This design comes from an exercise in tuning for small area on the open sky130 flow, not from production work.
Only simulation tests tie the RTL to the original design; equivalence was not proved.
No activity file was given, so power comes from the tool's default toggle rates.

Design MSDFDotProductModule, start of the top module:
module MSDFDotProductModule(input clk, input reset,
    input [1:0] io_a_3,
    input [1:0] io_a_2,
    input [1:0] io_a_1,
    input [1:0] io_a_0,
    input [1:0] io_b_3,
    input [1:0] io_b_2,
    input [1:0] io_b_1,
    input [1:0] io_b_0,
    input  io_start,
    output[1:0] io_c
);
Settings: LEC_CHECK=0, CAP_MARGIN=20, CORE_MARGIN=2, CORE_UTILIZATION=60, CTS_BUF_LIST=sky130_fd_sc_hd__clkbuf_4 sky130_fd_sc_hd__clkbuf_8, CTS_CLUSTER_SIZE=30, SLEW_MARGIN=20; clock period 8.0 ns.
standard.sh (not shown) runs the stock make flow with config.mk's settings and CLKGATE_MAP_FILE= SYNTH_SCRIPT=/design/flow/synth_recipe.tcl, a recipe that flattens the netlist after the stock synthesis.
==> flow/flow/run.sh <==
#!/bin/bash
# The standard layout (standard.sh: ORFS synthesis and all later steps),
# with three changes to how the layout is made:
#  - synthesis maps the logic with an area-oriented ABC script
#    (flow/abc_area.script) instead of ORFS's delay-oriented one; everything
#    else in synthesis (registers, their names and cells) is unchanged.  ORFS's
#    scripts are copied to ./orfs_scripts and only abc_speed.script is replaced.
#  - buffer_ports builds the port buffers from sky130_fd_sc_hd__buf_1 cells
#    instead of the delay cells it picks by default (repair may resize them).
#  - CTS does not add dummy loads.
# The output of make (all ORFS steps) goes to make_finish.log; each step's own
# log stays in orfs/logs/.
set -euo pipefail
cd "$(dirname "${BASH_SOURCE[0]}")/.."
rm -rf orfs_scripts
cp -r "$FLOW_HOME/scripts" orfs_scripts
cp flow/abc_area.script orfs_scripts/abc_speed.script
export SCRIPTS_DIR="$PWD/orfs_scripts"
export BUFFER_PORTS_ARGS="-buffer_cell sky130_fd_sc_hd__buf_1"
export CTS_ARGS="-sink_clustering_enable -repair_clock_nets -sink_clustering_size 30 -buf_list {sky130_fd_sc_hd__clkbuf_4 sky130_fd_sc_hd__clkbuf_8} -dont_use_dummy_load"
bash standard.sh finish > make_finish.log 2>&1
==> flow/flow/abc_area.script <==
&get -n
&st
&dch
&nf -R 0 -p
&st
&syn2
&dch
&nf -R 0 -p
&st
&syn2
&dch
&nf -R 0 -p
&put
The starting point went through all stages and came out clean.
Change:
Settings changed: CORE_UTILIZATION 60 to 40.
The new run finished clean.
Routed wire length went up slightly.
Area after synthesis does not change.
Fmax is lower slightly.
Power barely changes.
Change:
Settings changed: GPL_TIMING_DRIVEN from default to 0.
After rerunning: The new run completed with no timing, DRC or antenna violations; worst setup slack degrades by 0.085 ns; critical path depth does not change; total power came out lower by 0.46%; utilization is about the same; register-to-register slack improves by 0.07 ns.
Change:
--- a/flow/flow/run.sh
+++ b/flow/flow/run.sh
@@ -20 +20 @@
-export CTS_ARGS="-sink_clustering_enable -repair_clock_nets -sink_clustering_size 30 -buf_list {sky130_fd_sc_hd__clkbuf_4 sky130_fd_sc_hd__clkbuf_8} -dont_use_dummy_load"
+export CTS_ARGS="-sink_clustering_enable -repair_clock_nets -sink_clustering_size 16 -buf_list {sky130_fd_sc_hd__clkbuf_4 sky130_fd_sc_hd__clkbuf_8} -dont_use_dummy_load"
Settings changed: GPL_TIMING_DRIVEN 0 to default.
After rerunning: Synthesized area is unchanged; worst hold slack loses 0.0099 ns; final area stays flat; via count is higher by 2.5%; final cell count is higher by 0.76%; sequential share of layout area stays flat.
Change:
--- a/flow/flow/run.sh
+++ b/flow/flow/run.sh
@@ -20 +20 @@
-export CTS_ARGS="-sink_clustering_enable -repair_clock_nets -sink_clustering_size 16 -buf_list {sky130_fd_sc_hd__clkbuf_4 sky130_fd_sc_hd__clkbuf_8} -dont_use_dummy_load"
+export CTS_ARGS="-sink_clustering_enable -repair_clock_nets -sink_clustering_size 30 -buf_list {sky130_fd_sc_hd__clkbuf_4 sky130_fd_sc_hd__clkbuf_8} -dont_use_dummy_load"
==> flow/flow/abc_area.script (replaced) <==
&get -n
&st
&dch
&nf -R 1000 -p
&st
&syn2
&dch
&nf -R 1000 -p
&st
&syn2
&dch
&nf -R 1000 -p
&put
Effect: The changed run finished clean. Wire length decreases by 1.4%. Worst hold slack gains 0.027 ns. Fmax decreases by 1.1%. Cell count goes up by 0.68%. Worst setup slack is worse by 0.086 ns. Power came out higher by 0.31%. Flip-flop and latch count is unchanged. Die area is lower by 0.78%. Count of clock-buffer cells in the layout is unchanged. Clock power is about the same.

## static timing again, ports no longer ideal
In the flow no input, the clock included, has a driving cell. The finished layouts below were timed again as built, in two steps. Step 1 sets driving cells, clkbuf_16 on the clock port and buf_2 on the other inputs (assumed; they add their load-dependent delay and slew). Step 2 also shifts input and output timing later by t, the mid clock arrival at the registers, as if the neighbouring blocks saw the same clock. a / b / c = ideal ports / drivers / drivers and shift; a / b = the first two.
run	t (ns)	setup slack, ns	clock arrival spread, ns	slew at the worst register clock pin (ns)	worst data-port slew with drivers (ns)
the first run	0.490	0.517 / 0.491 / 0.491	0.028 / 0.028	0.09 / 0.09	0.03
the second run	0.498	0.392 / 0.372 / 0.372	0.036 / 0.036	0.10 / 0.10	0.03
the third run	0.494	0.307 / 0.285 / 0.285	0.029 / 0.028	0.10 / 0.10	0.03
the fourth run	0.498	0.392 / 0.372 / 0.372	0.036 / 0.036	0.10 / 0.10	0.03
the fifth run	0.486	0.306 / 0.286 / 0.286	0.033 / 0.032	0.10 / 0.10	0.03
After both steps setup and hold are still met in every run listed. The setup slack of the first run, which loses most, moves by -0.026 ns with the drivers and by -0.026 ns with both steps.
